Source: an optimization exercise on an open RTL-to-GDS flow (aim: small area). Production flows keep margins and buffers that such runs may drop. Function was checked by simulation only, so behaviour that the tests miss may differ from the original.

==> flow/design.v, too long to show whole: its modules and the start of the top module <==
// module mul: 1899 lines
// module fa: 4 lines
// module ha: 4 lines
// module mac: 5628 lines
// module mac_kern: 42 lines
// module bias_shifter: 14 lines
// module act_shifter: 15 lines
// module bnorm_quant_act: 52 lines
// module conv_kern: 54 lines
module conv_kern(
    clk,
    rstn,
    is_last_layer,
    scale,
    bias,
    act_shift,
    bias_shift,
    is_conv3x3,
    vld_i,
    win,
    din,
    acc_o,
    vld_o
);
  // ...
==> flow/run.sh <==
#!/bin/bash
# synth_recipe.tcl (not shown) runs the flow's synth.tcl, then flattens the netlist and writes it again
# the make line also repeats each setting of config.mk as NAME=value (left out here)
make -C /OpenROAD-flow-scripts/flow DESIGN_CONFIG=/design/flow/config.mk WORK_HOME=/design/flow/orfs CLKGATE_MAP_FILE= SYNTH_SCRIPT=/design/flow/synth_recipe.tcl finish
==> flow/config.mk <==
export PLATFORM = sky130hd
export DESIGN_NAME = conv_kern
export DESIGN_NICKNAME = conv_kern
export VERILOG_FILES = /design/flow/design.v
export SDC_FILE = /design/flow/constraint.sdc
export NUM_CORES = 4
export LEC_CHECK = 0
export CAP_MARGIN = 20
export CORE_MARGIN = 2
export CORE_UTILIZATION = 40
export SLEW_MARGIN = 20
export SYNTH_HIERARCHICAL = 1
==> flow/constraint.sdc <==
create_clock -name core_clock -period 8.0 [get_ports {clk}]
set_input_delay 1.6000 -clock core_clock [delete_from_list [all_inputs] [get_ports {clk}]]
set_output_delay 1.6000 -clock core_clock [all_outputs]
set_load 0.01 [all_outputs]
==> summary.txt, run 1 <==
Cells and area
  – Utilization after layout: 46.2%
  – FF/Latch Area: approximately 0.0026 mm²
  – Layout clock buffer count: 17
  – Non-filler cells, final: 6,612
  – Seq area share: approximately 4.7%
  – Buffer share of cell area: 12.6%
  – Biggest register: u_bnorm_quant_act.mult_r
  – Invs w/o clock: 136
  – Clock-cell share of area: 1.08%

Synth
  – Synth Area in Simple Gates: 15.2%
  – Mux share of post-synthesis cell area: 2.15%
  – Xor and xnor fraction of the mapped netlist area: 1.52%
  – Post-synthesis register bit count: 130
  – Post-synthesis adder-cell area fraction: 64.0%
  – Prevailing post-synth register cell: dfxtp_1
  – Mapped Avg Cell Area: 10.7 µm²

Global routing
  – Grt met3 use: approximately a tenth
  – Global-route wire length before repair: 289 mm

Route
  – Via density: 5.74
  – Wl on met1: 83.1 mm
  – Routed length on met3: 24.8 mm
  – Vias: approximately 38k
  – Remaining antenna violation count after routing: 0

Min path
  – Hold crit path type: reg2reg

Place
  – Post-placement setup slack: -0.0669 ns
  – Port-buffer cells: around 310
  – GPL Wtd Cong: 1.06

CTS
  – Root buffer cell: clkbuf_16
  – Clk latency of the worst-skew pair: 0.48 ns

STA
  – Final setup fails: 0
  – Min Tclk post-route: 7.64 ns
  – Setup ws final: 0.359 ns
  – Ratio of final minimum period to clock period: 95.5%
  – Worst slew margin: 33.8%

Setup path
  – R2r endpoint: u_bnorm_quant_act.mult_r[34]
  – Reg2reg start: u_bnorm_quant_act.shift_ok
  – Buf/Inv on CP: 1
  – Worst Path Required: between 8 and 9 ns

Outcome
  – Outcome: no timing/DRC/antenna violations

Die
  – Core Rows: 128

Job
  – Number of max-cap violations: 0
==> module mac_kern, before the edit <==
module mac_kern(
    input             clk,
    input             rstn,
    input             is_conv3x3,
    input             vld_i,
    input  [127:0]    win,
    input  [127:0]    din,
    output reg [24:0] acc_o,
    output reg        vld_o
);
reg [3:0] pix_idx;
wire first = ~is_conv3x3 | (pix_idx == 4'd0);
wire last  = ~is_conv3x3 | (pix_idx == 4'd8);
always @(posedge clk or negedge rstn)
    if (!rstn)
        pix_idx <= 4'd0;
    else if (vld_i & is_conv3x3)
        pix_idx <= (pix_idx == 4'd8) ? 4'd0 : pix_idx + 4'd1;
wire [24:0] dot_s, dot_c;
mac u_mac (
    .win (win),
    .din (din),
    .s   (dot_s),
    .c   (dot_c)
);
reg [24:0] dot_s_r, dot_c_r;
reg        first_r, last_r, vld_r;
always @(posedge clk) begin
    dot_s_r <= dot_s;
    dot_c_r <= dot_c;
    first_r <= first;
    last_r  <= last;
end
always @(posedge clk or negedge rstn)
    if (!rstn) vld_r <= 1'b0;
    else       vld_r <= vld_i;
always @(posedge clk)
    acc_o <= (first_r ? 25'd0 : acc_o) + dot_s_r + dot_c_r;
always @(posedge clk or negedge rstn)
    if (!rstn) vld_o <= 1'b0;
    else       vld_o <= vld_r & last_r;
endmodule
==> module bias_shifter, before the edit <==
module bias_shifter(
    input  [35:0] d_in,
    input  [4:0]  n_shift,
    output [26:0] d_out
);
wire [4:0]         sh  = n_shift - 5'd5;
wire signed [35:0] d5  = d_in;
wire [35:0]        a16 = d5 >>> 16;
wire [35:0]        a8  = d5 >>> 8;
wire [33:0] s1 = sh[4] ? a16[33:0] : (sh[3] ? a8[33:0] : d5[33:0]);
wire [29:0] s2 = sh[2] ? s1[33:4] : s1[29:0];
wire [27:0] s3 = sh[1] ? s2[29:2] : s2[27:0];
assign d_out   = sh[0] ? s3[27:1] : s3[26:0];
endmodule
==> module bnorm_quant_act, before the edit <==
module bnorm_quant_act(
    input            clk,
    input            resetn,
    input            is_last_layer,
    input  [15:0]    scale,
    input  [15:0]    bias,
    input  [2:0]     act_shift,
    input  [4:0]     bias_shift,
    input  [24:0]    accum_in,
    input            accum_vld_in,
    output reg [7:0] accum_out,
    output reg       accum_vld_out
);
reg shift_ok;
always @(posedge clk)
    shift_ok <= (bias_shift >= 5'd5) && (bias_shift <= 5'd25);
wire [15:0] scale_m = scale & {16{shift_ok}};
wire [40:0] mult_s, mult_c;
mul u_mul (
    .a (accum_in),
    .b (scale_m),
    .s (mult_s),
    .c (mult_c)
);
wire [40:0] mult = mult_s + mult_c;
reg [35:0] mult_r;
reg        vld_r;
always @(posedge clk)
    mult_r <= mult[40:5];
always @(posedge clk or negedge resetn)
    if (!resetn) vld_r <= 1'b0;
    else         vld_r <= accum_vld_in;
wire [26:0] mult_shift;
bias_shifter u_bias_shift (
    .d_in    (mult_r),
    .n_shift (bias_shift),
    .d_out   (mult_shift)
);
wire [26:0] acc_mean = mult_shift + {{11{bias[15]}}, bias};
wire [7:0]  act;
act_shifter u_act_shift (
    .d_in          (acc_mean),
    .n_shift       (act_shift),
    .is_last_layer (is_last_layer),
    .d_out         (act)
);
always @(posedge clk)
    accum_out <= act;
always @(posedge clk or negedge resetn)
    if (!resetn) accum_vld_out <= 1'b0;
    else         accum_vld_out <= vld_r;
endmodule
==> run 2, diff against run 1 <==
--- a/flow/design.v
+++ b/flow/design.v
@@ -1,8 +1,7 @@
 module mul (
     input  [24:0] a,
     input  [15:0] b,
-    output [40:0] s,
-    output [40:0] c
+    output [35:0] p
 );
 wire q0_0;
 wire q0_1;
@@ -1894,8 +1893,742 @@
 fa u_m_715 (.a(m_570), .b(m_641), .c(m_640), .s(m_715), .co(m_716));
 fa u_m_717 (.a(m_572), .b(m_643), .c(m_642), .s(m_717), .co(m_718));
 fa u_m_719 (.a(q23_15), .b(q24_14), .c(m_644), .s(m_719), .co(m_720));
-assign s = {1'b1, q24_15, m_719, m_717, m_715, m_713, m_711, m_709, m_706, m_705, m_703, m_701, m_699, m_696, m_694, m_692, m_690, m_688, m_686, m_684, m_682, m_680, m_678, m_676, m_674, m_672, m_670, m_668, m_666, m_664, m_662, m_660, m_658, m_656, m_654, m_652, m_650, m_648, q0_1, q1_0, 1'b1};
-assign c = {1'b0, m_720, m_718, m_716, m_714, m_712, m_710, m_708, m_707, m_704, m_702, m_700, m_698, m_697, m_695, m_693, m_691, m_689, m_687, m_685, m_683, m_681, m_679, m_677, m_675, m_673, m_671, m_669, m_667, m_665, m_663, m_661, m_659, m_657, m_655, m_653, m_651, m_649, m_647, m_645, q0_0};
+wire mc_1;
+wire mc_2;
+wire mc_3;
+wire mc_4;
+wire mc_5;
+wire mc_6;
+wire mc_7;
+wire mc_8;
+wire mc_9;
+wire mc_10;
+wire mc_11;
+wire mc_12;
+wire mc_13;
+wire mc_14;
+wire mc_15;
+wire mc_16;
+wire mc_17;
+wire mc_18;
+wire mc_19;
+wire mc_20;
+wire mc_21;
+wire mc_22;
+wire mc_23;
+wire mc_24;
+wire mc_25;
+wire mc_26;
+wire mc_27;
+wire mc_28;
+wire mc_29;
+wire mc_30;
+wire mc_31;
+wire mc_32;
+wire mc_33;
+wire mc_34;
+wire mc_35;
+wire mc_36;
+wire mc_37;
+wire mc_38;
+wire mc_39;
+wire mc_40;
+wire mc_41;
+wire mc_42;
+wire mc_43;
+wire mc_44;
+wire mc_45;
+wire mc_46;
+wire mc_47;
+wire mc_48;
+wire mc_49;
+wire mc_50;
+wire mc_51;
+wire mc_52;
+wire mc_53;
+wire mc_54;
+wire mc_55;
+wire mc_56;
+wire mc_57;
+wire mc_58;
+wire mc_59;
+wire mc_60;
+wire mc_61;
+wire mc_62;
+wire mc_63;
+wire mc_64;
+wire mc_65;
+wire mc_66;
+wire mc_67;
+wire mc_68;
+wire mc_69;
+wire mc_70;
+wire mc_71;
+wire mc_72;
+wire mc_73;
+wire mc_74;
+wire mc_75;
+wire mc_76;
+wire mc_77;
+wire mc_78;
+wire mc_79;
+wire mc_80;
+wire mc_81;
+wire mc_82;
+wire mc_83;
+wire mc_84;
+wire mc_85;
+wire mc_86;
+wire mc_87;
+wire mc_88;
+wire mc_89;
+wire mc_90;
+wire mc_91;
+wire mc_92;
+wire mc_93;
+wire mc_94;
+wire mc_95;
+wire mc_96;
+wire mc_97;
+wire mc_98;
+wire mc_99;
+wire mc_100;
+wire mc_101;
+wire mc_102;
+wire mc_103;
+wire mc_104;
+wire mc_105;
+wire mc_106;
+wire mc_107;
+wire mc_108;
+wire mc_109;
+wire mc_110;
+wire mc_111;
+wire mc_112;
+wire mc_113;
+wire mc_114;
+wire mc_115;
+wire mc_116;
+wire mc_117;
+wire mc_118;
+wire mc_119;
+wire mc_120;
+wire mc_121;
+wire mc_122;
+wire mc_123;
+wire mc_124;
+wire mc_125;
+wire mc_126;
+wire mc_127;
+wire mc_128;
+wire mc_129;
+wire mc_130;
+wire mc_131;
+wire mc_132;
+wire mc_133;
+wire mc_134;
+wire mc_135;
+wire mc_136;
+wire mc_137;
+wire mc_138;
+wire mc_139;
+wire mc_140;
+wire mc_141;
+wire mc_142;
+wire mc_143;
+wire mc_144;
+wire mc_145;
+wire mc_146;
+wire mc_147;
+wire mc_148;
+wire mc_149;
+wire mc_150;
+wire mc_151;
+wire mc_152;
+wire mc_153;
+wire mc_154;
+wire mc_155;
+wire mc_156;
+wire mc_157;
+wire mc_158;
+wire mc_159;
+wire mc_160;
+wire mc_161;
+wire mc_162;
+wire mc_163;
+wire mc_164;
+wire mc_165;
+wire mc_166;
+wire mc_167;
+wire mc_168;
+wire mc_169;
+wire mc_170;
+wire mc_171;
+wire mc_172;
+wire mc_173;
+wire mc_174;
+wire mc_175;
+wire mc_176;
+wire mc_177;
+wire mc_178;
+wire mc_179;
+wire mc_180;
+wire mc_181;
+wire mc_182;
+wire mc_183;
+wire mc_184;
+wire mc_185;
+wire mc_186;
+wire mc_187;
+wire mc_188;
+wire mc_189;
+wire mc_190;
+wire mc_191;
+wire mc_192;
+wire mc_193;
+wire mc_194;
+wire mc_195;
+wire mc_196;
+wire mc_197;
+wire mc_198;
+wire mc_199;
+wire mc_200;
+wire mc_201;
+wire mc_202;
+wire mc_203;
+wire mc_204;
+wire mc_205;
+wire mc_206;
+wire mc_207;
+wire mc_208;
+wire mc_209;
+wire mc_210;
+wire mc_211;
+wire mc_212;
+wire mc_213;
+wire mc_214;
+wire mc_215;
+wire mc_216;
+wire mc_217;
+wire mc_218;
+wire mc_219;
+wire mc_220;
+wire mc_221;
+wire mc_222;
+wire mc_223;
+wire mc_224;
+wire mc_225;
+wire mc_226;
+wire mc_227;
+assign mc_1 = ~q0_0;
+fa u_mc_2 (.a(q1_0), .b(m_645), .c(q0_0), .s(mc_2), .co(mc_3));
+fa u_mc_4 (.a(q0_1), .b(m_647), .c(mc_3), .s(mc_4), .co(mc_5));
+fa u_mc_6 (.a(m_648), .b(m_649), .c(mc_5), .s(mc_6), .co(mc_7));
+fa u_mc_8 (.a(m_650), .b(m_651), .c(mc_7), .s(mc_8), .co(mc_9));
+fa u_mc_10 (.a(m_652), .b(m_653), .c(mc_9), .s(mc_10), .co(mc_11));
+fa u_mc_12 (.a(m_654), .b(m_655), .c(mc_11), .s(mc_12), .co(mc_13));
+fa u_mc_14 (.a(m_656), .b(m_657), .c(mc_13), .s(mc_14), .co(mc_15));
+ha u_mc_16 (.a(m_658), .b(m_659), .s(mc_16), .co(mc_17));
+ha u_mc_18 (.a(m_660), .b(m_661), .s(mc_18), .co(mc_19));
+ha u_mc_20 (.a(m_662), .b(m_663), .s(mc_20), .co(mc_21));
+ha u_mc_22 (.a(m_664), .b(m_665), .s(mc_22), .co(mc_23));
+ha u_mc_24 (.a(m_666), .b(m_667), .s(mc_24), .co(mc_25));
+ha u_mc_26 (.a(m_668), .b(m_669), .s(mc_26), .co(mc_27));
+ha u_mc_28 (.a(m_670), .b(m_671), .s(mc_28), .co(mc_29));
+ha u_mc_30 (.a(m_672), .b(m_673), .s(mc_30), .co(mc_31));
+ha u_mc_32 (.a(m_674), .b(m_675), .s(mc_32), .co(mc_33));
+ha u_mc_34 (.a(m_676), .b(m_677), .s(mc_34), .co(mc_35));
+ha u_mc_36 (.a(m_678), .b(m_679), .s(mc_36), .co(mc_37));
+ha u_mc_38 (.a(m_680), .b(m_681), .s(mc_38), .co(mc_39));
+ha u_mc_40 (.a(m_682), .b(m_683), .s(mc_40), .co(mc_41));
+ha u_mc_42 (.a(m_684), .b(m_685), .s(mc_42), .co(mc_43));
+ha u_mc_44 (.a(m_686), .b(m_687), .s(mc_44), .co(mc_45));
+ha u_mc_46 (.a(m_688), .b(m_689), .s(mc_46), .co(mc_47));
+ha u_mc_48 (.a(m_690), .b(m_691), .s(mc_48), .co(mc_49));
+ha u_mc_50 (.a(m_692), .b(m_693), .s(mc_50), .co(mc_51));
+ha u_mc_52 (.a(m_694), .b(m_695), .s(mc_52), .co(mc_53));
+ha u_mc_54 (.a(m_696), .b(m_697), .s(mc_54), .co(mc_55));
+ha u_mc_56 (.a(m_699), .b(m_698), .s(mc_56), .co(mc_57));
+ha u_mc_58 (.a(m_701), .b(m_700), .s(mc_58), .co(mc_59));
+ha u_mc_60 (.a(m_703), .b(m_702), .s(mc_60), .co(mc_61));
+ha u_mc_62 (.a(m_705), .b(m_704), .s(mc_62), .co(mc_63));
+ha u_mc_64 (.a(m_706), .b(m_707), .s(mc_64), .co(mc_65));
+ha u_mc_66 (.a(m_709), .b(m_708), .s(mc_66), .co(mc_67));
+ha u_mc_68 (.a(m_711), .b(m_710), .s(mc_68), .co(mc_69));
+ha u_mc_70 (.a(m_713), .b(m_712), .s(mc_70), .co(mc_71));
+ha u_mc_72 (.a(m_715), .b(m_714), .s(mc_72), .co(mc_73));
+ha u_mc_74 (.a(m_717), .b(m_716), .s(mc_74), .co(mc_75));
+ha u_mc_76 (.a(m_719), .b(m_718), .s(mc_76), .co(mc_77));
+ha u_mc_78 (.a(q24_15), .b(m_720), .s(mc_78), .co(mc_79));
+assign mc_80 = mc_17 | (mc_16 & mc_15);
+assign mc_81 = mc_19 | (mc_18 & mc_80);
+assign mc_82 = mc_18 & mc_16;
+assign mc_83 = mc_23 | (mc_22 & mc_21);
+assign mc_84 = mc_22 & mc_20;
+assign mc_85 = mc_27 | (mc_26 & mc_25);
+assign mc_86 = mc_26 & mc_24;
+assign mc_87 = mc_31 | (mc_30 & mc_29);
+assign mc_88 = mc_30 & mc_28;
+assign mc_89 = mc_35 | (mc_34 & mc_33);
+assign mc_90 = mc_34 & mc_32;
+assign mc_91 = mc_39 | (mc_38 & mc_37);
+assign mc_92 = mc_38 & mc_36;
+assign mc_93 = mc_43 | (mc_42 & mc_41);
+assign mc_94 = mc_42 & mc_40;
+assign mc_95 = mc_47 | (mc_46 & mc_45);
+assign mc_96 = mc_46 & mc_44;
+assign mc_97 = mc_51 | (mc_50 & mc_49);
+assign mc_98 = mc_50 & mc_48;
+assign mc_99 = mc_55 | (mc_54 & mc_53);
+assign mc_100 = mc_54 & mc_52;
+assign mc_101 = mc_59 | (mc_58 & mc_57);
+assign mc_102 = mc_58 & mc_56;
+assign mc_103 = mc_63 | (mc_62 & mc_61);
+assign mc_104 = mc_62 & mc_60;
+assign mc_105 = mc_67 | (mc_66 & mc_65);
+assign mc_106 = mc_66 & mc_64;
+assign mc_107 = mc_71 | (mc_70 & mc_69);
+assign mc_108 = mc_70 & mc_68;
+assign mc_109 = mc_75 | (mc_74 & mc_73);
+assign mc_110 = mc_74 & mc_72;
+assign mc_111 = mc_79 | (mc_78 & mc_77);
+assign mc_112 = mc_78 & mc_76;
+assign mc_113 = mc_83 | (mc_84 & mc_81);
+assign mc_114 = mc_84 & mc_82;
+assign mc_115 = mc_87 | (mc_88 & mc_85);
+assign mc_116 = mc_88 & mc_86;
+assign mc_117 = mc_91 | (mc_92 & mc_89);
+assign mc_118 = mc_92 & mc_90;
+assign mc_119 = mc_95 | (mc_96 & mc_93);
+assign mc_120 = mc_96 & mc_94;
+assign mc_121 = mc_99 | (mc_100 & mc_97);
+assign mc_122 = mc_100 & mc_98;
+assign mc_123 = mc_103 | (mc_104 & mc_101);
+assign mc_124 = mc_104 & mc_102;
+assign mc_125 = mc_107 | (mc_108 & mc_105);
+assign mc_126 = mc_108 & mc_106;
+assign mc_127 = mc_111 | (mc_112 & mc_109);
+assign mc_128 = mc_112 & mc_110;
+assign mc_129 = mc_115 | (mc_116 & mc_113);
+assign mc_130 = mc_116 & mc_114;
+assign mc_131 = mc_119 | (mc_120 & mc_117);
+assign mc_132 = mc_120 & mc_118;
+assign mc_133 = mc_123 | (mc_124 & mc_121);
+assign mc_134 = mc_124 & mc_122;
+assign mc_135 = mc_127 | (mc_128 & mc_125);
+assign mc_136 = mc_128 & mc_126;
+assign mc_137 = mc_131 | (mc_132 & mc_129);
+assign mc_138 = mc_132 & mc_130;
+assign mc_139 = mc_135 | (mc_136 & mc_133);
+assign mc_140 = mc_136 & mc_134;
+assign mc_141 = mc_139 | (mc_140 & mc_137);
+assign mc_142 = mc_140 & mc_138;
+assign mc_143 = mc_133 | (mc_134 & mc_137);
+assign mc_144 = mc_134 & mc_138;
+assign mc_145 = mc_117 | (mc_118 & mc_129);
+assign mc_146 = mc_118 & mc_130;
+assign mc_147 = mc_121 | (mc_122 & mc_137);
+assign mc_148 = mc_122 & mc_138;
+assign mc_149 = mc_125 | (mc_126 & mc_143);
+assign mc_150 = mc_126 & mc_144;
+assign mc_151 = mc_85 | (mc_86 & mc_113);
+assign mc_152 = mc_86 & mc_114;
+assign mc_153 = mc_89 | (mc_90 & mc_129);
+assign mc_154 = mc_90 & mc_130;
+assign mc_155 = mc_93 | (mc_94 & mc_145);
+assign mc_156 = mc_94 & mc_146;
+assign mc_157 = mc_97 | (mc_98 & mc_137);
+assign mc_158 = mc_98 & mc_138;
+assign mc_159 = mc_101 | (mc_102 & mc_147);
+assign mc_160 = mc_102 & mc_148;
+assign mc_161 = mc_105 | (mc_106 & mc_143);
+assign mc_162 = mc_106 & mc_144;
+assign mc_163 = mc_109 | (mc_110 & mc_149);
+assign mc_164 = mc_110 & mc_150;
+assign mc_165 = mc_21 | (mc_20 & mc_81);
+assign mc_166 = mc_20 & mc_82;
+assign mc_167 = mc_25 | (mc_24 & mc_113);
+assign mc_168 = mc_24 & mc_114;
+assign mc_169 = mc_29 | (mc_28 & mc_151);
+assign mc_170 = mc_28 & mc_152;
+assign mc_171 = mc_33 | (mc_32 & mc_129);
+assign mc_172 = mc_32 & mc_130;
+assign mc_173 = mc_37 | (mc_36 & mc_153);
+assign mc_174 = mc_36 & mc_154;
+assign mc_175 = mc_41 | (mc_40 & mc_145);
+assign mc_176 = mc_40 & mc_146;
+assign mc_177 = mc_45 | (mc_44 & mc_155);
+assign mc_178 = mc_44 & mc_156;
+assign mc_179 = mc_49 | (mc_48 & mc_137);
+assign mc_180 = mc_48 & mc_138;
+assign mc_181 = mc_53 | (mc_52 & mc_157);
+assign mc_182 = mc_52 & mc_158;
+assign mc_183 = mc_57 | (mc_56 & mc_147);
+assign mc_184 = mc_56 & mc_148;
+assign mc_185 = mc_61 | (mc_60 & mc_159);
+assign mc_186 = mc_60 & mc_160;
+assign mc_187 = mc_65 | (mc_64 & mc_143);
+assign mc_188 = mc_64 & mc_144;
+assign mc_189 = mc_69 | (mc_68 & mc_161);
+assign mc_190 = mc_68 & mc_162;
+assign mc_191 = mc_73 | (mc_72 & mc_149);
+assign mc_192 = mc_72 & mc_150;
+assign mc_193 = mc_77 | (mc_76 & mc_163);
+assign mc_194 = mc_76 & mc_164;
+assign mc_195 = mc_16 ^ mc_15;
+assign mc_196 = mc_18 ^ mc_80;
+assign mc_197 = mc_20 ^ mc_81;
+assign mc_198 = mc_22 ^ mc_165;
+assign mc_199 = mc_24 ^ mc_113;
+assign mc_200 = mc_26 ^ mc_167;
+assign mc_201 = mc_28 ^ mc_151;
+assign mc_202 = mc_30 ^ mc_169;
+assign mc_203 = mc_32 ^ mc_129;
+assign mc_204 = mc_34 ^ mc_171;
+assign mc_205 = mc_36 ^ mc_153;
+assign mc_206 = mc_38 ^ mc_173;
+assign mc_207 = mc_40 ^ mc_145;
+assign mc_208 = mc_42 ^ mc_175;
+assign mc_209 = mc_44 ^ mc_155;
+assign mc_210 = mc_46 ^ mc_177;
+assign mc_211 = mc_48 ^ mc_137;
+assign mc_212 = mc_50 ^ mc_179;
+assign mc_213 = mc_52 ^ mc_157;
+assign mc_214 = mc_54 ^ mc_181;
+assign mc_215 = mc_56 ^ mc_147;
+assign mc_216 = mc_58 ^ mc_183;
+assign mc_217 = mc_60 ^ mc_159;
+assign mc_218 = mc_62 ^ mc_185;
+assign mc_219 = mc_64 ^ mc_143;
+assign mc_220 = mc_66 ^ mc_187;
+assign mc_221 = mc_68 ^ mc_161;
+assign mc_222 = mc_70 ^ mc_189;
+assign mc_223 = mc_72 ^ mc_149;
+assign mc_224 = mc_74 ^ mc_191;
+assign mc_225 = mc_76 ^ mc_163;
+assign mc_226 = mc_78 ^ mc_193;
+assign mc_227 = ~mc_141;
+assign p = {mc_227, mc_226, mc_225, mc_224, mc_223, mc_222, mc_221, mc_220, mc_219, mc_218, mc_217, mc_216, mc_215, mc_214, mc_213, mc_212, mc_211, mc_210, mc_209, mc_208, mc_207, mc_206, mc_205, mc_204, mc_203, mc_202, mc_201, mc_200, mc_199, mc_198, mc_197, mc_196, mc_195, mc_14, mc_12, mc_10};
+endmodule
+module bias_add (
+    input  [26:0] a,
+    input  [15:0] b,
+    output [26:0] y
+);
+wire ba_1;
+wire ba_2;
+wire ba_3;
+wire ba_4;
+wire ba_5;
+wire ba_6;
+wire ba_7;
+wire ba_8;
+wire ba_9;
+wire ba_10;
+wire ba_11;
+wire ba_12;
+wire ba_13;
+wire ba_14;
+wire ba_15;
+wire ba_16;
+wire ba_17;
+wire ba_18;
+wire ba_19;
+wire ba_20;
+wire ba_21;
+wire ba_22;
+wire ba_23;
+wire ba_24;
+wire ba_25;
+wire ba_26;
+wire ba_27;
+wire ba_28;
+wire ba_29;
+wire ba_30;
+wire ba_31;
+wire ba_32;
+wire ba_33;
+wire ba_34;
+wire ba_35;
+wire ba_36;
+wire ba_37;
+wire ba_38;
+wire ba_39;
+wire ba_40;
+wire ba_41;
+wire ba_42;
+wire ba_43;
+wire ba_44;
+wire ba_45;
+wire ba_46;
+wire ba_47;
+wire ba_48;
+wire ba_49;
+wire ba_50;
+wire ba_51;
+wire ba_52;
+wire ba_53;
+wire ba_54;
+wire ba_55;
+wire ba_56;
+wire ba_57;
+wire ba_58;
+wire ba_59;
+wire ba_60;
+wire ba_61;
+wire ba_62;
+wire ba_63;
+wire ba_64;
+wire ba_65;
+wire ba_66;
+wire ba_67;
+wire ba_68;
+wire ba_69;
+wire ba_70;
+wire ba_71;
+wire ba_72;
+wire ba_73;
+wire ba_74;
+wire ba_75;
+wire ba_76;
+wire ba_77;
+wire ba_78;
+wire ba_79;
+wire ba_80;
+wire ba_81;
+wire ba_82;
+wire ba_83;
+wire ba_84;
+wire ba_85;
+wire ba_86;
+wire ba_87;
+wire ba_88;
+wire ba_89;
+wire ba_90;
+wire ba_91;
+wire ba_92;
+wire ba_93;
+wire ba_94;
+wire ba_95;
+wire ba_96;
+wire ba_97;
+wire ba_98;
+wire ba_99;
+wire ba_100;
+wire ba_101;
+wire ba_102;
+wire ba_103;
+wire ba_104;
+wire ba_105;
+wire ba_106;
+wire ba_107;
+wire ba_108;
+wire ba_109;
+wire ba_110;
+wire ba_111;
+wire ba_112;
+wire ba_113;
+wire ba_114;
+wire ba_115;
+wire ba_116;
+wire ba_117;
+wire ba_118;
+wire ba_119;
+wire ba_120;
+wire ba_121;
+wire ba_122;
+wire ba_123;
+wire ba_124;
+wire ba_125;
+wire ba_126;
+wire ba_127;
+wire ba_128;
+wire ba_129;
+wire ba_130;
+wire ba_131;
+wire ba_132;
+wire ba_133;
+wire ba_134;
+wire ba_135;
+wire ba_136;
+wire ba_137;
+wire ba_138;
+wire ba_139;
+wire ba_140;
+wire ba_141;
+wire ba_142;
+wire ba_143;
+wire ba_144;
+wire ba_145;
+wire ba_146;
+wire ba_147;
+wire ba_148;
+wire ba_149;
+wire ba_150;
+wire ba_151;
+wire ba_152;
+wire ba_153;
+wire ba_154;
+wire ba_155;
+wire ba_156;
+wire ba_157;
+wire ba_158;
+wire ba_159;
+wire ba_160;
+wire ba_161;
+wire ba_162;
+wire ba_163;
+wire ba_164;
+wire ba_165;
+wire ba_166;
+wire ba_167;
+wire ba_168;
+wire ba_169;
+wire ba_170;
+ha u_ba_1 (.a(a[0]), .b(b[0]), .s(ba_1), .co(ba_2));
+ha u_ba_3 (.a(a[1]), .b(b[1]), .s(ba_3), .co(ba_4));
+ha u_ba_5 (.a(a[2]), .b(b[2]), .s(ba_5), .co(ba_6));
+ha u_ba_7 (.a(a[3]), .b(b[3]), .s(ba_7), .co(ba_8));
+ha u_ba_9 (.a(a[4]), .b(b[4]), .s(ba_9), .co(ba_10));
+ha u_ba_11 (.a(a[5]), .b(b[5]), .s(ba_11), .co(ba_12));
+ha u_ba_13 (.a(a[6]), .b(b[6]), .s(ba_13), .co(ba_14));
+ha u_ba_15 (.a(a[7]), .b(b[7]), .s(ba_15), .co(ba_16));
+ha u_ba_17 (.a(a[8]), .b(b[8]), .s(ba_17), .co(ba_18));
+ha u_ba_19 (.a(a[9]), .b(b[9]), .s(ba_19), .co(ba_20));
+ha u_ba_21 (.a(a[10]), .b(b[10]), .s(ba_21), .co(ba_22));
+ha u_ba_23 (.a(a[11]), .b(b[11]), .s(ba_23), .co(ba_24));
+ha u_ba_25 (.a(a[12]), .b(b[12]), .s(ba_25), .co(ba_26));
+ha u_ba_27 (.a(a[13]), .b(b[13]), .s(ba_27), .co(ba_28));
+ha u_ba_29 (.a(a[14]), .b(b[14]), .s(ba_29), .co(ba_30));
+ha u_ba_31 (.a(a[15]), .b(b[15]), .s(ba_31), .co(ba_32));
+ha u_ba_33 (.a(a[16]), .b(b[15]), .s(ba_33), .co(ba_34));
+ha u_ba_35 (.a(a[17]), .b(b[15]), .s(ba_35), .co(ba_36));
+ha u_ba_37 (.a(a[18]), .b(b[15]), .s(ba_37), .co(ba_38));
+ha u_ba_39 (.a(a[19]), .b(b[15]), .s(ba_39), .co(ba_40));
+ha u_ba_41 (.a(a[20]), .b(b[15]), .s(ba_41), .co(ba_42));
+ha u_ba_43 (.a(a[21]), .b(b[15]), .s(ba_43), .co(ba_44));
+ha u_ba_45 (.a(a[22]), .b(b[15]), .s(ba_45), .co(ba_46));
+ha u_ba_47 (.a(a[23]), .b(b[15]), .s(ba_47), .co(ba_48));
+ha u_ba_49 (.a(a[24]), .b(b[15]), .s(ba_49), .co(ba_50));
+ha u_ba_51 (.a(a[25]), .b(b[15]), .s(ba_51), .co(ba_52));
+ha u_ba_53 (.a(a[26]), .b(b[15]), .s(ba_53), .co(ba_54));
+assign ba_55 = ba_4 | (ba_3 & ba_2);
+assign ba_56 = ba_3 & ba_1;
+assign ba_57 = ba_8 | (ba_7 & ba_6);
+assign ba_58 = ba_7 & ba_5;
+assign ba_59 = ba_12 | (ba_11 & ba_10);
+assign ba_60 = ba_11 & ba_9;
+assign ba_61 = ba_16 | (ba_15 & ba_14);
+assign ba_62 = ba_15 & ba_13;
+assign ba_63 = ba_20 | (ba_19 & ba_18);
+assign ba_64 = ba_19 & ba_17;
+assign ba_65 = ba_24 | (ba_23 & ba_22);
+assign ba_66 = ba_23 & ba_21;
+assign ba_67 = ba_28 | (ba_27 & ba_26);
+assign ba_68 = ba_27 & ba_25;
+assign ba_69 = ba_32 | (ba_31 & ba_30);
+assign ba_70 = ba_31 & ba_29;
+assign ba_71 = ba_36 | (ba_35 & ba_34);
+assign ba_72 = ba_35 & ba_33;
+assign ba_73 = ba_40 | (ba_39 & ba_38);
+assign ba_74 = ba_39 & ba_37;
+assign ba_75 = ba_44 | (ba_43 & ba_42);
+assign ba_76 = ba_43 & ba_41;
+assign ba_77 = ba_48 | (ba_47 & ba_46);
+assign ba_78 = ba_47 & ba_45;
+assign ba_79 = ba_52 | (ba_51 & ba_50);
+assign ba_80 = ba_51 & ba_49;
+assign ba_81 = ba_57 | (ba_58 & ba_55);
+assign ba_82 = ba_58 & ba_56;
+assign ba_83 = ba_61 | (ba_62 & ba_59);
+assign ba_84 = ba_62 & ba_60;
+assign ba_85 = ba_65 | (ba_66 & ba_63);
+assign ba_86 = ba_66 & ba_64;
+assign ba_87 = ba_69 | (ba_70 & ba_67);
+assign ba_88 = ba_70 & ba_68;
+assign ba_89 = ba_73 | (ba_74 & ba_71);
+assign ba_90 = ba_74 & ba_72;
+assign ba_91 = ba_77 | (ba_78 & ba_75);
+assign ba_92 = ba_78 & ba_76;
+assign ba_93 = ba_83 | (ba_84 & ba_81);
+assign ba_94 = ba_84 & ba_82;
+assign ba_95 = ba_87 | (ba_88 & ba_85);
+assign ba_96 = ba_88 & ba_86;
+assign ba_97 = ba_91 | (ba_92 & ba_89);
+assign ba_98 = ba_92 & ba_90;
+assign ba_99 = ba_95 | (ba_96 & ba_93);
+assign ba_100 = ba_96 & ba_94;
+assign ba_101 = ba_97 | (ba_98 & ba_99);
+assign ba_102 = ba_98 & ba_100;
+assign ba_103 = ba_85 | (ba_86 & ba_93);
+assign ba_104 = ba_86 & ba_94;
+assign ba_105 = ba_89 | (ba_90 & ba_99);
+assign ba_106 = ba_90 & ba_100;
+assign ba_107 = ba_59 | (ba_60 & ba_81);
+assign ba_108 = ba_60 & ba_82;
+assign ba_109 = ba_63 | (ba_64 & ba_93);
+assign ba_110 = ba_64 & ba_94;
+assign ba_111 = ba_67 | (ba_68 & ba_103);
+assign ba_112 = ba_68 & ba_104;
+assign ba_113 = ba_71 | (ba_72 & ba_99);
+assign ba_114 = ba_72 & ba_100;
+assign ba_115 = ba_75 | (ba_76 & ba_105);
+assign ba_116 = ba_76 & ba_106;
+assign ba_117 = ba_79 | (ba_80 & ba_101);
+assign ba_118 = ba_80 & ba_102;
+assign ba_119 = ba_6 | (ba_5 & ba_55);
+assign ba_120 = ba_5 & ba_56;
+assign ba_121 = ba_10 | (ba_9 & ba_81);
+assign ba_122 = ba_9 & ba_82;
+assign ba_123 = ba_14 | (ba_13 & ba_107);
+assign ba_124 = ba_13 & ba_108;
+assign ba_125 = ba_18 | (ba_17 & ba_93);
+assign ba_126 = ba_17 & ba_94;
+assign ba_127 = ba_22 | (ba_21 & ba_109);
+assign ba_128 = ba_21 & ba_110;
+assign ba_129 = ba_26 | (ba_25 & ba_103);
+assign ba_130 = ba_25 & ba_104;
+assign ba_131 = ba_30 | (ba_29 & ba_111);
+assign ba_132 = ba_29 & ba_112;
+assign ba_133 = ba_34 | (ba_33 & ba_99);
+assign ba_134 = ba_33 & ba_100;
+assign ba_135 = ba_38 | (ba_37 & ba_113);
+assign ba_136 = ba_37 & ba_114;
+assign ba_137 = ba_42 | (ba_41 & ba_105);
+assign ba_138 = ba_41 & ba_106;
+assign ba_139 = ba_46 | (ba_45 & ba_115);
+assign ba_140 = ba_45 & ba_116;
+assign ba_141 = ba_50 | (ba_49 & ba_101);
+assign ba_142 = ba_49 & ba_102;
+assign ba_143 = ba_54 | (ba_53 & ba_117);
+assign ba_144 = ba_53 & ba_118;
+assign ba_145 = ba_3 ^ ba_2;
+assign ba_146 = ba_5 ^ ba_55;
+assign ba_147 = ba_7 ^ ba_119;
+assign ba_148 = ba_9 ^ ba_81;
+assign ba_149 = ba_11 ^ ba_121;
+assign ba_150 = ba_13 ^ ba_107;
+assign ba_151 = ba_15 ^ ba_123;
+assign ba_152 = ba_17 ^ ba_93;
+assign ba_153 = ba_19 ^ ba_125;
+assign ba_154 = ba_21 ^ ba_109;
+assign ba_155 = ba_23 ^ ba_127;
+assign ba_156 = ba_25 ^ ba_103;
+assign ba_157 = ba_27 ^ ba_129;
+assign ba_158 = ba_29 ^ ba_111;
+assign ba_159 = ba_31 ^ ba_131;
+assign ba_160 = ba_33 ^ ba_99;
+assign ba_161 = ba_35 ^ ba_133;
+assign ba_162 = ba_37 ^ ba_113;
+assign ba_163 = ba_39 ^ ba_135;
+assign ba_164 = ba_41 ^ ba_105;
+assign ba_165 = ba_43 ^ ba_137;
+assign ba_166 = ba_45 ^ ba_115;
+assign ba_167 = ba_47 ^ ba_139;
+assign ba_168 = ba_49 ^ ba_101;
+assign ba_169 = ba_51 ^ ba_141;
+assign ba_170 = ba_53 ^ ba_117;
+assign y = {ba_170, ba_169, ba_168, ba_167, ba_166, ba_165, ba_164, ba_163, ba_162, ba_161, ba_160, ba_159, ba_158, ba_157, ba_156, ba_155, ba_154, ba_153, ba_152, ba_151, ba_150, ba_149, ba_148, ba_147, ba_146, ba_145, ba_1};
 endmodule
 module fa (input a, input b, input c, output s, output co);
 assign s  = a ^ b ^ c;
@@ -1906,10 +2639,11 @@
 assign co = a & b;
 endmodule
 module mac (
-    input  [127:0] win,
-    input  [127:0] din,
-    output [24:0] s,
-    output [24:0] c
+    input             clk,
+    input  [127:0]    win,
+    input  [127:0]    din,
+    input             clr,
+    output reg [24:0] acc
 );
 wire xn0_0;
 wire xn1_0;
@@ -7530,18 +8264,428 @@
 fa u_d_2157 (.a(d_2082), .b(d_2121), .c(d_2120), .s(d_2157), .co(d_2158));
 fa u_d_2159 (.a(d_2086), .b(d_2123), .c(d_2122), .s(d_2159), .co(d_2160));
 fa u_d_2161 (.a(d_2125), .b(d_2090), .c(d_2124), .s(d_2161), .co(d_2162));
-assign s = {1'b1, 1'b1, 1'b1, 1'b1, 1'b1, d_2126, d_2161, d_2159, d_2157, d_2155, d_2152, d_2151, d_2148, d_2146, d_2144, d_2142, d_2140, d_2138, d_2136, d_2134, d_2132, d_2130, d_2128, d_2091, xn0_0};
-assign c = {1'b0, 1'b0, 1'b0, 1'b0, 1'b0, d_2162, d_2160, d_2158, d_2156, d_2154, d_2153, d_2150, d_2149, d_2147, d_2145, d_2143, d_2141, d_2139, d_2137, d_2135, d_2133, d_2131, d_2129, d_2127, xn1_0};
+reg [24:0] dot0_r, dot1_r;
+always @(posedge clk) begin
+    dot0_r[0] <= xn0_0;
+    dot0_r[1] <= d_2091;
+    dot0_r[2] <= d_2128;
+    dot0_r[3] <= d_2130;
+    dot0_r[4] <= d_2132;
+    dot0_r[5] <= d_2134;
+    dot0_r[6] <= d_2136;
+    dot0_r[7] <= d_2138;
+    dot0_r[8] <= d_2140;
+    dot0_r[9] <= d_2142;
+    dot0_r[10] <= d_2144;
+    dot0_r[11] <= d_2146;
+    dot0_r[12] <= d_2148;
+    dot0_r[13] <= d_2151;
+    dot0_r[14] <= d_2152;
+    dot0_r[15] <= d_2155;
+    dot0_r[16] <= d_2157;
+    dot0_r[17] <= d_2159;
+    dot0_r[18] <= d_2161;
+    dot0_r[19] <= d_2126;
+    dot1_r[0] <= xn1_0;
+    dot1_r[1] <= d_2127;
+    dot1_r[2] <= d_2129;
+    dot1_r[3] <= d_2131;
+    dot1_r[4] <= d_2133;
+    dot1_r[5] <= d_2135;
+    dot1_r[6] <= d_2137;
+    dot1_r[7] <= d_2139;
+    dot1_r[8] <= d_2141;
+    dot1_r[9] <= d_2143;
+    dot1_r[10] <= d_2145;
+    dot1_r[11] <= d_2147;
+    dot1_r[12] <= d_2149;
+    dot1_r[13] <= d_2150;
+    dot1_r[14] <= d_2153;
+    dot1_r[15] <= d_2154;
+    dot1_r[16] <= d_2156;
+    dot1_r[17] <= d_2158;
+    dot1_r[18] <= d_2160;
+    dot1_r[19] <= d_2162;
+end
+wire [24:0] acc_m = acc & {25{~clr}};
+wire a_1;
+wire a_2;
+wire a_3;
+wire a_4;
+wire a_5;
+wire a_6;
+wire a_7;
+wire a_8;
+wire a_9;
+wire a_10;
+wire a_11;
+wire a_12;
+wire a_13;
+wire a_14;
+wire a_15;
+wire a_16;
+wire a_17;
+wire a_18;
+wire a_19;
+wire a_20;
+wire a_21;
+wire a_22;
+wire a_23;
+wire a_24;
+wire a_25;
+wire a_26;
+wire a_27;
+wire a_28;
+wire a_29;
+wire a_30;
+wire a_31;
+wire a_32;
+wire a_33;
+wire a_34;
+wire a_35;
+wire a_36;
+wire a_37;
+wire a_38;
+wire a_39;
+wire a_40;
+wire a_41;
+wire a_42;
+wire a_43;
+wire a_44;
+wire a_45;
+wire a_46;
+wire a_47;
+wire a_48;
+wire a_49;
+wire a_50;
+wire ac_1;
+wire ac_2;
+wire ac_3;
+wire ac_4;
+wire ac_5;
+wire ac_6;
+wire ac_7;
+wire ac_8;
+wire ac_9;
+wire ac_10;
+wire ac_11;
+wire ac_12;
+wire ac_13;
+wire ac_14;
+wire ac_15;
+wire ac_16;
+wire ac_17;
+wire ac_18;
+wire ac_19;
+wire ac_20;
+wire ac_21;
+wire ac_22;
+wire ac_23;
+wire ac_24;
+wire ac_25;
+wire ac_26;
+wire ac_27;
+wire ac_28;
+wire ac_29;
+wire ac_30;
+wire ac_31;
+wire ac_32;
+wire ac_33;
+wire ac_34;
+wire ac_35;
+wire ac_36;
+wire ac_37;
+wire ac_38;
+wire ac_39;
+wire ac_40;
+wire ac_41;
+wire ac_42;
+wire ac_43;
+wire ac_44;
+wire ac_45;
+wire ac_46;
+wire ac_47;
+wire ac_48;
+wire ac_49;
+wire ac_50;
+wire ac_51;
+wire ac_52;
+wire ac_53;
+wire ac_54;
+wire ac_55;
+wire ac_56;
+wire ac_57;
+wire ac_58;
+wire ac_59;
+wire ac_60;
+wire ac_61;
+wire ac_62;
+wire ac_63;
+wire ac_64;
+wire ac_65;
+wire ac_66;
+wire ac_67;
+wire ac_68;
+wire ac_69;
+wire ac_70;
+wire ac_71;
+wire ac_72;
+wire ac_73;
+wire ac_74;
+wire ac_75;
+wire ac_76;
+wire ac_77;
+wire ac_78;
+wire ac_79;
+wire ac_80;
+wire ac_81;
+wire ac_82;
+wire ac_83;
+wire ac_84;
+wire ac_85;
+wire ac_86;
+wire ac_87;
+wire ac_88;
+wire ac_89;
+wire ac_90;
+wire ac_91;
+wire ac_92;
+wire ac_93;
+wire ac_94;
+wire ac_95;
+wire ac_96;
+wire ac_97;
+wire ac_98;
+wire ac_99;
+wire ac_100;
+wire ac_101;
+wire ac_102;
+wire ac_103;
+wire ac_104;
+wire ac_105;
+wire ac_106;
+wire ac_107;
+wire ac_108;
+wire ac_109;
+wire ac_110;
+wire ac_111;
+wire ac_112;
+wire ac_113;
+wire ac_114;
+wire ac_115;
+wire ac_116;
+wire ac_117;
+wire ac_118;
+wire ac_119;
+wire ac_120;
+wire ac_121;
+wire ac_122;
+wire ac_123;
+wire ac_124;
+wire ac_125;
+wire ac_126;
+wire ac_127;
+wire ac_128;
+wire ac_129;
+wire ac_130;
+wire ac_131;
+wire ac_132;
+wire ac_133;
+wire ac_134;
+wire ac_135;
+wire ac_136;
+wire ac_137;
+wire ac_138;
+wire ac_139;
+wire ac_140;
+wire ac_141;
+wire ac_142;
+wire ac_143;
+wire ac_144;
+wire ac_145;
+wire ac_146;
+wire ac_147;
+wire ac_148;
+wire ac_149;
+wire ac_150;
+wire ac_151;
+wire ac_152;
+wire ac_153;
+wire ac_154;
+wire ac_155;
+wire ac_156;
+wire ac_157;
+wire ac_158;
+ha u_a_1 (.a(dot0_r[0]), .b(dot1_r[0]), .s(a_1), .co(a_2));
+fa u_a_3 (.a(dot0_r[1]), .b(dot1_r[1]), .c(acc_m[1]), .s(a_3), .co(a_4));
+fa u_a_5 (.a(dot0_r[2]), .b(dot1_r[2]), .c(acc_m[2]), .s(a_5), .co(a_6));
+fa u_a_7 (.a(dot0_r[3]), .b(dot1_r[3]), .c(acc_m[3]), .s(a_7), .co(a_8));
+fa u_a_9 (.a(dot0_r[4]), .b(dot1_r[4]), .c(acc_m[4]), .s(a_9), .co(a_10));
+fa u_a_11 (.a(dot0_r[5]), .b(dot1_r[5]), .c(acc_m[5]), .s(a_11), .co(a_12));
+fa u_a_13 (.a(dot0_r[6]), .b(dot1_r[6]), .c(acc_m[6]), .s(a_13), .co(a_14));
+fa u_a_15 (.a(dot0_r[7]), .b(dot1_r[7]), .c(acc_m[7]), .s(a_15), .co(a_16));
+fa u_a_17 (.a(dot0_r[8]), .b(dot1_r[8]), .c(acc_m[8]), .s(a_17), .co(a_18));
+fa u_a_19 (.a(dot0_r[9]), .b(dot1_r[9]), .c(acc_m[9]), .s(a_19), .co(a_20));
+fa u_a_21 (.a(dot0_r[10]), .b(dot1_r[10]), .c(acc_m[10]), .s(a_21), .co(a_22));
+fa u_a_23 (.a(dot0_r[11]), .b(dot1_r[11]), .c(acc_m[11]), .s(a_23), .co(a_24));
+fa u_a_25 (.a(dot0_r[12]), .b(dot1_r[12]), .c(acc_m[12]), .s(a_25), .co(a_26));
+fa u_a_27 (.a(dot0_r[13]), .b(dot1_r[13]), .c(acc_m[13]), .s(a_27), .co(a_28));
+fa u_a_29 (.a(dot0_r[14]), .b(dot1_r[14]), .c(acc_m[14]), .s(a_29), .co(a_30));
+fa u_a_31 (.a(dot0_r[15]), .b(dot1_r[15]), .c(acc_m[15]), .s(a_31), .co(a_32));
+fa u_a_33 (.a(dot0_r[16]), .b(dot1_r[16]), .c(acc_m[16]), .s(a_33), .co(a_34));
+fa u_a_35 (.a(dot0_r[17]), .b(dot1_r[17]), .c(acc_m[17]), .s(a_35), .co(a_36));
+fa u_a_37 (.a(dot0_r[18]), .b(dot1_r[18]), .c(acc_m[18]), .s(a_37), .co(a_38));
+fa u_a_39 (.a(dot0_r[19]), .b(dot1_r[19]), .c(acc_m[19]), .s(a_39), .co(a_40));
+assign a_41 = ~acc_m[20];
+assign a_43 = ~acc_m[21];
+assign a_45 = ~acc_m[22];
+assign a_47 = ~acc_m[23];
+assign a_49 = ~acc_m[24];
+ha u_ac_1 (.a(acc_m[0]), .b(a_1), .s(ac_1), .co(ac_2));
+ha u_ac_3 (.a(a_2), .b(a_3), .s(ac_3), .co(ac_4));
+ha u_ac_5 (.a(a_4), .b(a_5), .s(ac_5), .co(ac_6));
+ha u_ac_7 (.a(a_6), .b(a_7), .s(ac_7), .co(ac_8));
+ha u_ac_9 (.a(a_8), .b(a_9), .s(ac_9), .co(ac_10));
+ha u_ac_11 (.a(a_10), .b(a_11), .s(ac_11), .co(ac_12));
+ha u_ac_13 (.a(a_12), .b(a_13), .s(ac_13), .co(ac_14));
+ha u_ac_15 (.a(a_14), .b(a_15), .s(ac_15), .co(ac_16));
+ha u_ac_17 (.a(a_16), .b(a_17), .s(ac_17), .co(ac_18));
+ha u_ac_19 (.a(a_18), .b(a_19), .s(ac_19), .co(ac_20));
+ha u_ac_21 (.a(a_20), .b(a_21), .s(ac_21), .co(ac_22));
+ha u_ac_23 (.a(a_22), .b(a_23), .s(ac_23), .co(ac_24));
+ha u_ac_25 (.a(a_24), .b(a_25), .s(ac_25), .co(ac_26));
+ha u_ac_27 (.a(a_26), .b(a_27), .s(ac_27), .co(ac_28));
+ha u_ac_29 (.a(a_28), .b(a_29), .s(ac_29), .co(ac_30));
+ha u_ac_31 (.a(a_30), .b(a_31), .s(ac_31), .co(ac_32));
+ha u_ac_33 (.a(a_32), .b(a_33), .s(ac_33), .co(ac_34));
+ha u_ac_35 (.a(a_34), .b(a_35), .s(ac_35), .co(ac_36));
+ha u_ac_37 (.a(a_36), .b(a_37), .s(ac_37), .co(ac_38));
+ha u_ac_39 (.a(a_38), .b(a_39), .s(ac_39), .co(ac_40));
+ha u_ac_41 (.a(a_41), .b(a_40), .s(ac_41), .co(ac_42));
+ha u_ac_43 (.a(acc_m[20]), .b(a_43), .s(ac_43), .co(ac_44));
+ha u_ac_45 (.a(acc_m[21]), .b(a_45), .s(ac_45), .co(ac_46));
+ha u_ac_47 (.a(acc_m[22]), .b(a_47), .s(ac_47), .co(ac_48));
+ha u_ac_49 (.a(acc_m[23]), .b(a_49), .s(ac_49), .co(ac_50));
+assign ac_51 = ac_4 | (ac_3 & ac_2);
+assign ac_52 = ac_3 & ac_1;
+assign ac_53 = ac_8 | (ac_7 & ac_6);
+assign ac_54 = ac_7 & ac_5;
+assign ac_55 = ac_12 | (ac_11 & ac_10);
+assign ac_56 = ac_11 & ac_9;
+assign ac_57 = ac_16 | (ac_15 & ac_14);
+assign ac_58 = ac_15 & ac_13;
+assign ac_59 = ac_20 | (ac_19 & ac_18);
+assign ac_60 = ac_19 & ac_17;
+assign ac_61 = ac_24 | (ac_23 & ac_22);
+assign ac_62 = ac_23 & ac_21;
+assign ac_63 = ac_28 | (ac_27 & ac_26);
+assign ac_64 = ac_27 & ac_25;
+assign ac_65 = ac_32 | (ac_31 & ac_30);
+assign ac_66 = ac_31 & ac_29;
+assign ac_67 = ac_36 | (ac_35 & ac_34);
+assign ac_68 = ac_35 & ac_33;
+assign ac_69 = ac_40 | (ac_39 & ac_38);
+assign ac_70 = ac_39 & ac_37;
+assign ac_71 = ac_44 | (ac_43 & ac_42);
+assign ac_72 = ac_43 & ac_41;
+assign ac_73 = ac_48 | (ac_47 & ac_46);
+assign ac_74 = ac_47 & ac_45;
+assign ac_75 = ac_53 | (ac_54 & ac_51);
+assign ac_76 = ac_54 & ac_52;
+assign ac_77 = ac_57 | (ac_58 & ac_55);
+assign ac_78 = ac_58 & ac_56;
+assign ac_79 = ac_61 | (ac_62 & ac_59);
+assign ac_80 = ac_62 & ac_60;
+assign ac_81 = ac_65 | (ac_66 & ac_63);
+assign ac_82 = ac_66 & ac_64;
+assign ac_83 = ac_69 | (ac_70 & ac_67);
+assign ac_84 = ac_70 & ac_68;
+assign ac_85 = ac_73 | (ac_74 & ac_71);
+assign ac_86 = ac_74 & ac_72;
+assign ac_87 = ac_77 | (ac_78 & ac_75);
+assign ac_88 = ac_78 & ac_76;
+assign ac_89 = ac_81 | (ac_82 & ac_79);
+assign ac_90 = ac_82 & ac_80;
+assign ac_91 = ac_85 | (ac_86 & ac_83);
+assign ac_92 = ac_86 & ac_84;
+assign ac_93 = ac_89 | (ac_90 & ac_87);
+assign ac_94 = ac_90 & ac_88;
+assign ac_95 = ac_91 | (ac_92 & ac_93);
+assign ac_96 = ac_92 & ac_94;
+assign ac_97 = ac_79 | (ac_80 & ac_87);
+assign ac_98 = ac_80 & ac_88;
+assign ac_99 = ac_83 | (ac_84 & ac_93);
+assign ac_100 = ac_84 & ac_94;
+assign ac_101 = ac_55 | (ac_56 & ac_75);
+assign ac_102 = ac_56 & ac_76;
+assign ac_103 = ac_59 | (ac_60 & ac_87);
+assign ac_104 = ac_60 & ac_88;
+assign ac_105 = ac_63 | (ac_64 & ac_97);
+assign ac_106 = ac_64 & ac_98;
+assign ac_107 = ac_67 | (ac_68 & ac_93);
+assign ac_108 = ac_68 & ac_94;
+assign ac_109 = ac_71 | (ac_72 & ac_99);
+assign ac_110 = ac_72 & ac_100;
+assign ac_111 = ac_6 | (ac_5 & ac_51);
+assign ac_112 = ac_5 & ac_52;
+assign ac_113 = ac_10 | (ac_9 & ac_75);
+assign ac_114 = ac_9 & ac_76;
+assign ac_115 = ac_14 | (ac_13 & ac_101);
+assign ac_116 = ac_13 & ac_102;
+assign ac_117 = ac_18 | (ac_17 & ac_87);
+assign ac_118 = ac_17 & ac_88;
+assign ac_119 = ac_22 | (ac_21 & ac_103);
+assign ac_120 = ac_21 & ac_104;
+assign ac_121 = ac_26 | (ac_25 & ac_97);
+assign ac_122 = ac_25 & ac_98;
+assign ac_123 = ac_30 | (ac_29 & ac_105);
+assign ac_124 = ac_29 & ac_106;
+assign ac_125 = ac_34 | (ac_33 & ac_93);
+assign ac_126 = ac_33 & ac_94;
+assign ac_127 = ac_38 | (ac_37 & ac_107);
+assign ac_128 = ac_37 & ac_108;
+assign ac_129 = ac_42 | (ac_41 & ac_99);
+assign ac_130 = ac_41 & ac_100;
+assign ac_131 = ac_46 | (ac_45 & ac_109);
+assign ac_132 = ac_45 & ac_110;
+assign ac_133 = ac_50 | (ac_49 & ac_95);
+assign ac_134 = ac_49 & ac_96;
+assign ac_135 = ac_3 ^ ac_2;
+assign ac_136 = ac_5 ^ ac_51;
+assign ac_137 = ac_7 ^ ac_111;
+assign ac_138 = ac_9 ^ ac_75;
+assign ac_139 = ac_11 ^ ac_113;
+assign ac_140 = ac_13 ^ ac_101;
+assign ac_141 = ac_15 ^ ac_115;
+assign ac_142 = ac_17 ^ ac_87;
+assign ac_143 = ac_19 ^ ac_117;
+assign ac_144 = ac_21 ^ ac_103;
+assign ac_145 = ac_23 ^ ac_119;
+assign ac_146 = ac_25 ^ ac_97;
+assign ac_147 = ac_27 ^ ac_121;
+assign ac_148 = ac_29 ^ ac_105;
+assign ac_149 = ac_31 ^ ac_123;
+assign ac_150 = ac_33 ^ ac_93;
+assign ac_151 = ac_35 ^ ac_125;
+assign ac_152 = ac_37 ^ ac_107;
+assign ac_153 = ac_39 ^ ac_127;
+assign ac_154 = ac_41 ^ ac_99;
+assign ac_155 = ac_43 ^ ac_129;
+assign ac_156 = ac_45 ^ ac_109;
+assign ac_157 = ac_47 ^ ac_131;
+assign ac_158 = ac_49 ^ ac_95;
+always @(posedge clk)
+    acc <= {ac_158, ac_157, ac_156, ac_155, ac_154, ac_153, ac_152, ac_151, ac_150, ac_149, ac_148, ac_147, ac_146, ac_145, ac_144, ac_143, ac_142, ac_141, ac_140, ac_139, ac_138, ac_137, ac_136, ac_135, ac_1};
 endmodule
 module mac_kern(
-    input             clk,
-    input             rstn,
-    input             is_conv3x3,
-    input             vld_i,
-    input  [127:0]    win,
-    input  [127:0]    din,
-    output reg [24:0] acc_o,
-    output reg        vld_o
+    input         clk,
+    input         rstn,
+    input         is_conv3x3,
+    input         vld_i,
+    input  [127:0] win,
+    input  [127:0] din,
+    output [24:0] acc_o,
+    output reg    vld_o
 );
 reg [3:0] pix_idx;
 wire first = ~is_conv3x3 | (pix_idx == 4'd0);
@@ -7551,26 +8695,21 @@
         pix_idx <= 4'd0;
     else if (vld_i & is_conv3x3)
         pix_idx <= (pix_idx == 4'd8) ? 4'd0 : pix_idx + 4'd1;
-wire [24:0] dot_s, dot_c;
-mac u_mac (
-    .win (win),
-    .din (din),
-    .s   (dot_s),
-    .c   (dot_c)
-);
-reg [24:0] dot_s_r, dot_c_r;
-reg        first_r, last_r, vld_r;
+reg first_r, last_r, vld_r;
 always @(posedge clk) begin
-    dot_s_r <= dot_s;
-    dot_c_r <= dot_c;
     first_r <= first;
     last_r  <= last;
 end
 always @(posedge clk or negedge rstn)
     if (!rstn) vld_r <= 1'b0;
     else       vld_r <= vld_i;
-always @(posedge clk)
-    acc_o <= (first_r ? 25'd0 : acc_o) + dot_s_r + dot_c_r;
+mac u_mac (
+    .clk (clk),
+    .win (win),
+    .din (din),
+    .clr (first_r),
+    .acc (acc_o)
+);
 always @(posedge clk or negedge rstn)
     if (!rstn) vld_o <= 1'b0;
     else       vld_o <= vld_r & last_r;
@@ -7580,14 +8719,44 @@
     input  [4:0]  n_shift,
     output [26:0] d_out
 );
-wire [4:0]         sh  = n_shift - 5'd5;
-wire signed [35:0] d5  = d_in;
-wire [35:0]        a16 = d5 >>> 16;
-wire [35:0]        a8  = d5 >>> 8;
-wire [33:0] s1 = sh[4] ? a16[33:0] : (sh[3] ? a8[33:0] : d5[33:0]);
-wire [29:0] s2 = sh[2] ? s1[33:4] : s1[29:0];
-wire [27:0] s3 = sh[1] ? s2[29:2] : s2[27:0];
-assign d_out   = sh[0] ? s3[27:1] : s3[26:0];
+reg [2:0] a, b, c;
+always @* begin
+    case (n_shift)
+        5'd6,  5'd9,  5'd12, 5'd15, 5'd18, 5'd21, 5'd24: c = 3'b010;
+        5'd7,  5'd10, 5'd13, 5'd16, 5'd19, 5'd22, 5'd25: c = 3'b100;
+        default:                                          c = 3'b001;
+    endcase
+    case (n_shift)
+        5'd8,  5'd9,  5'd10, 5'd17, 5'd18, 5'd19:        b = 3'b010;
+        5'd11, 5'd12, 5'd13, 5'd20, 5'd21, 5'd22:        b = 3'b100;
+        default:                                          b = 3'b001;
+    endcase
+    if (n_shift >= 5'd23 && n_shift <= 5'd25)      a = 3'b100;
+    else if (n_shift >= 5'd14 && n_shift <= 5'd22) a = 3'b010;
+    else                                           a = 3'b001;
+end
+wire signed [35:0] d  = d_in;
+wire [35:0]        d9  = d >>> 9;
+wire [35:0]        d18 = d >>> 18;
+wire [34:0] s1n;
+wire [28:0] s2;
+wire [26:0] s3n;
+genvar i;
+generate
+    for (i = 0; i < 35; i = i + 1) begin : g_s1
+        mux3n u_mux (.a(d[i]), .b(d9[i]), .c(d18[i]), .sa(a[0]), .sb(a[1]), .sc(a[2]), .y(s1n[i]));
+    end
+    for (i = 0; i < 29; i = i + 1) begin : g_s2
+        mux3n u_mux (.a(s1n[i]), .b(s1n[i + 3]), .c(s1n[i + 6]), .sa(b[0]), .sb(b[1]), .sc(b[2]), .y(s2[i]));
+    end
+    for (i = 0; i < 27; i = i + 1) begin : g_s3
+        mux3n u_mux (.a(s2[i]), .b(s2[i + 1]), .c(s2[i + 2]), .sa(c[0]), .sb(c[1]), .sc(c[2]), .y(s3n[i]));
+    end
+endgenerate
+assign d_out = ~s3n;
+endmodule
+module mux3n (input a, input b, input c, input sa, input sb, input sc, output y);
+assign y = ~((sa & a) | (sb & b) | (sc & c));
 endmodule
 module act_shifter(
     input  [26:0] d_in,
@@ -7621,18 +8790,16 @@
 always @(posedge clk)
     shift_ok <= (bias_shift >= 5'd5) && (bias_shift <= 5'd25);
 wire [15:0] scale_m = scale & {16{shift_ok}};
-wire [40:0] mult_s, mult_c;
+wire [35:0] mult;
 mul u_mul (
     .a (accum_in),
     .b (scale_m),
-    .s (mult_s),
-    .c (mult_c)
+    .p (mult)
 );
-wire [40:0] mult = mult_s + mult_c;
 reg [35:0] mult_r;
 reg        vld_r;
 always @(posedge clk)
-    mult_r <= mult[40:5];
+    mult_r <= mult;
 always @(posedge clk or negedge resetn)
     if (!resetn) vld_r <= 1'b0;
     else         vld_r <= accum_vld_in;
@@ -7642,7 +8809,12 @@
     .n_shift (bias_shift),
     .d_out   (mult_shift)
 );
-wire [26:0] acc_mean = mult_shift + {{11{bias[15]}}, bias};
+wire [26:0] acc_mean;
+bias_add u_bias_add (
+    .a (mult_shift),
+    .b (bias),
+    .y (acc_mean)
+);
 wire [7:0]  act;
 act_shifter u_act_shift (
     .d_in          (acc_mean),
==> flow/flow/run.sh (new file) <==
#!/bin/bash
# The standard layout (standard.sh), with every port buffered by a
# sky130_fd_sc_hd__buf_2 cell instead of the cell buffer_ports picks itself.
set -uo pipefail
bash standard.sh synth > synth.log 2>&1 || exit 1
BUFFER_PORTS_ARGS="-buffer_cell sky130_fd_sc_hd__buf_2" bash standard.sh finish > finish.log 2>&1
==> flow/standard.sh (new file) <==
#!/bin/bash
# synth_recipe.tcl (not shown) runs the flow's synth.tcl, then flattens the netlist and writes it again
# the make line also repeats each setting of config.mk as NAME=value (left out here)
make -C /OpenROAD-flow-scripts/flow DESIGN_CONFIG=/design/flow/config.mk WORK_HOME=/design/flow/orfs CLKGATE_MAP_FILE= SYNTH_SCRIPT=/design/flow/synth_recipe.tcl "${@:-finish}"
--- a/flow/config.mk
+++ b/flow/config.mk
@@ -8,5 +8,6 @@
 export CAP_MARGIN = 20
 export CORE_MARGIN = 2
 export CORE_UTILIZATION = 40
+export GPL_TIMING_DRIVEN = 0
 export SLEW_MARGIN = 20
 export SYNTH_HIERARCHICAL = 1
removed: flow/run.sh
==> summary.txt, run 2 <==
Outcome
  – Outcome: no timing/DRC/antenna violations

Route
  – Via density: 5.90 (+2.8%)
  – Total Routed Length: approximately 180 mm
  – Routed length on met3: 22.2 mm (-11%)
  – Met2 wire len: about 80 mm
  – Vias: 34.7k (-8.5%)
  – Top sig layer: met5
  – TritonRoute pass-1 iters: 12
  – Wl on met1: 66.8 mm (-20%)
  – Remaining antenna violation count after routing: 0 (unchanged)
  – Post-route DRC: 0

Cells and area
  – Biggest register: u_bnorm_quant_act.mult_r
  – Max FFs per register: 36
  – Commonest non-fill, non-tap cells in the layout: fa_1 (1,466), nand2_1 (1,270), buf_2 (200), ha_1 (192), and2_1 (185)
  – Top Registers: u_bnorm_quant_act.mult_r x36, u_mac_kern.u_mac.acc x25
  – Synthesis-to-finish area growth: 8.22%
  – Non-filler cells, final: 5,882 (-11%)
  – Ratio of cells with drive above 1 in the final layout: about 8.9%
  – Final nets: between 6k and 7k
  – Utilization after layout: 43.8% (-2.4 points)

Global routing
  – Vias in the first global route: 38.3k
  – Initial antenna violation count: 30
  – GRT overflow: 0
  – Largest net degree at the start of global routing: 28
  – Global-route wire length before repair: 257 mm (-11%)

Setup path
  – Setup crit end kind: flip-flop
  – Crit Path Class: in2reg
  – Data arrival time of the critical path: 8.28 ns
  – Critical Path Fanout Max: 8
  – Worst setup SP type: primary input
  – Worst Path Required: 8.34 ns (-0.02 ns)

STA
  – Ratio of final minimum period to clock period: 99.2% (+3.7 points)
  – Final setup fails: 0 (unchanged)
  – Max Clk Rate: 0.126 GHz
  – Min Tclk post-route: 7.94 ns (+0.297 ns)
  – Final Skew: 0.0234 ns
  – Fin. Hold Viols: 0
  – Final max-slew violation count: 0
  – Worst slew margin: 30.1% (-3.7 points)

Die
  – Die Height: 342 µm
  – Core Rows: 123 (-3.9%)
  – Die ar.: 0.117 mm²

Synth
  – Sequential area share after synthesis: 5.35%
  – Synth top area share: 64.3%
  – Commonest cells post-synth: fa_1 (1,466), nand2_1 (1,270), ha_1 (192), clkbuf_1 (190), and2_1 (185)
  – Synthesized area: about 0.046 mm²
  – Ranking of synthesized cells by area: fa_1 (64%), nand2_1 (10%), ha_1 (5.3%)
  – Prevailing post-synth register cell: dfxtp_1
  – Netlist cell types: between 80 and 90
  – Count leader, synth: fa_1
  – Post-synthesis register bit count: 120 (-7.7%)
  – Synthesis Warnings: 10
  – Mapped Avg Cell Area: 11.1 µm² (+3.4%)
  – Ys async rst share: 6.67%

CTS
  – Num CTS Buffers: 17
  – Root buffer cell: clkbuf_16
  – Sink Count: 120
  – CTS H-Tree Depth: 4
  – Clk latency of the worst-skew pair: 0.48 ns (about the same)
  – CTS clk-pin slew, worst paths: 0.06 ns
  – CTS tree: done

Min path
  – Hold crit path type: reg2reg

Place
  – GPL Wtd Cong: 1.04 (-2.1%)
  – Placed insts: 5,822
  – Port-buffer cells: 198 (-36%)

Job
  – Number of max-cap violations: 0 (unchanged)
run 2: changes by cell type in the layout (fill, tap and decap cells not counted), moves of 45 or more:
| cell | previous run | this run |
|---|---|---|
| clkdlybuf4s50_1 | 309 | 0 |
| a21oi_1 | 84 | 29 |
| buf_4 | 410 | 73 |
| mux2i_1 | 62 | 17 |
| buf_12 | 45 | 0 |
| clkbuf_1 | 0 | 183 |
| a222oi_1 | 0 | 91 |
| o21ai_0 | 72 | 15 |
| buf_2 | 0 | 200 |
run 2: cells by family (layout without fill, tap and decap cells):
logic type      Yosys count  in the layout  share of synthesized area [%]
mux                      27             27                          0.817
flops                   120            120                           5.35
other cells               0             25                              0
xor+xnor                 39             39                          0.749
compound gates          240            241                           4.37
buf+inv                 418            657                           4.04
fa+ha+maj              1658           1658                           69.6
simple gates           1615           1615                           15.1
run 2: repair_timing:
| item | CTS | global route |
|---|---|---|
| resized for setup | 4 | 14 |
| buffers inserted | 0 | 5 |
| pin swaps | 1 | 2 |
| hold buffers | 0 | 0 |
| endpoints found under the setup margin | 18 | 12 |
| cloned | 1 | 0 |
run 2: Yosys stat by module (local to each module, per instance), excerpt:
module	cell area, µm²	flip-flops and latches
ha	12.5	0
bias_add	913	0
mac	7140	65
bnorm_quant_act	1100	47
mac_kern	335	8
bias_shifter	529	0
act_shifter	529	0
mul	3260	0
mux3n	10.0	0
fa	20.0	0
run 2: path summary, 6_finish.rpt:
check / from / to / slack [ns] / depth (start not counted)
max: win[10] / u_mac_kern.u_mac.dot1_r[11] / 0.06 / 13
min: u_mac_kern.vld_o / u_bnorm_quant_act.vld_r / 0.36 / 0
max reg2reg: u_mac_kern.u_mac.acc[1] / u_bnorm_quant_act.mult_r[26] / 0.40 / 23
min reg2reg: u_mac_kern.vld_o / u_bnorm_quant_act.vld_r / 0.36 / 0
max in group asynchronous: rstn / u_bnorm_quant_act.vld_r / 6.86 / 1
min in group asynchronous: rstn / u_mac_kern.pix_idx[2] / 0.97 / 1
run 2: critical path, stage by stage:
cell      delay, ns
clkbuf_1       0.76
nand2_1        0.19
fa_1           0.57
fa_1           0.53
fa_1           0.71
fa_1           0.47
fa_1           0.61
fa_1           0.50
fa_1           0.58
fa_1           0.43
fa_1           0.40
fa_1           0.52
fa_1           0.40
run 2: layer usage:
layer	vias to the layer above	GRT usage, %
li1	13300	-
met1	18300	41.1
met2	2563	45.9
met3	493	9.63
met4	8	15.4
met5	-	0
run 2: layout make-up:
| cell class | count | area (µm²) |
|---|---|---|
| antenna | 25 | 62.6 |
| buffer | 260 | 1270 |
| clock buffer | 17 | 425 |
| clock inverter | 15 | 184 |
| fill | 10800 | 63400 |
| inverter | 155 | 582 |
| multi-input combinational | 3580 | 41400 |
| sequential | 120 | 2440 |
| tap | 1500 | 1880 |
| timing repair buffer | 210 | 1110 |
run 2: through the flow:
step                      setup slack (ns)  instance area (µm²)  hold WS, ns
after floorplan                      0.268                45600        0.331
after global placement               -1.07                48500        0.335
after detailed placement            -0.911                48600        0.347
after CTS                           0.0512                49200        0.365
after global routing               -0.0304                49400        0.368
final                               0.0614                49400        0.358

## separate check: timing with driven ports
The flow's constraints put no driver on any port. The routed layouts listed below were extracted and timed again, unchanged, in two steps.
Step 1 assumes that a clkbuf_16 drives the clock port and a buf_2 every other input.
Step 2 also shifts input and output timing later by t, the mid clock arrival at the registers, as if the neighbouring blocks saw the same clock.
Three values: ideal, step 1, step 2; two values: the first two.
run	t (ns)	setup slack, ns
run 1	0.538	0.359 / 0.395 / -0.142
run 2	0.520	0.061 / 0.089 / -0.432
Met with ideal ports but missed after step 2: setup timing in run 1 and run 2.
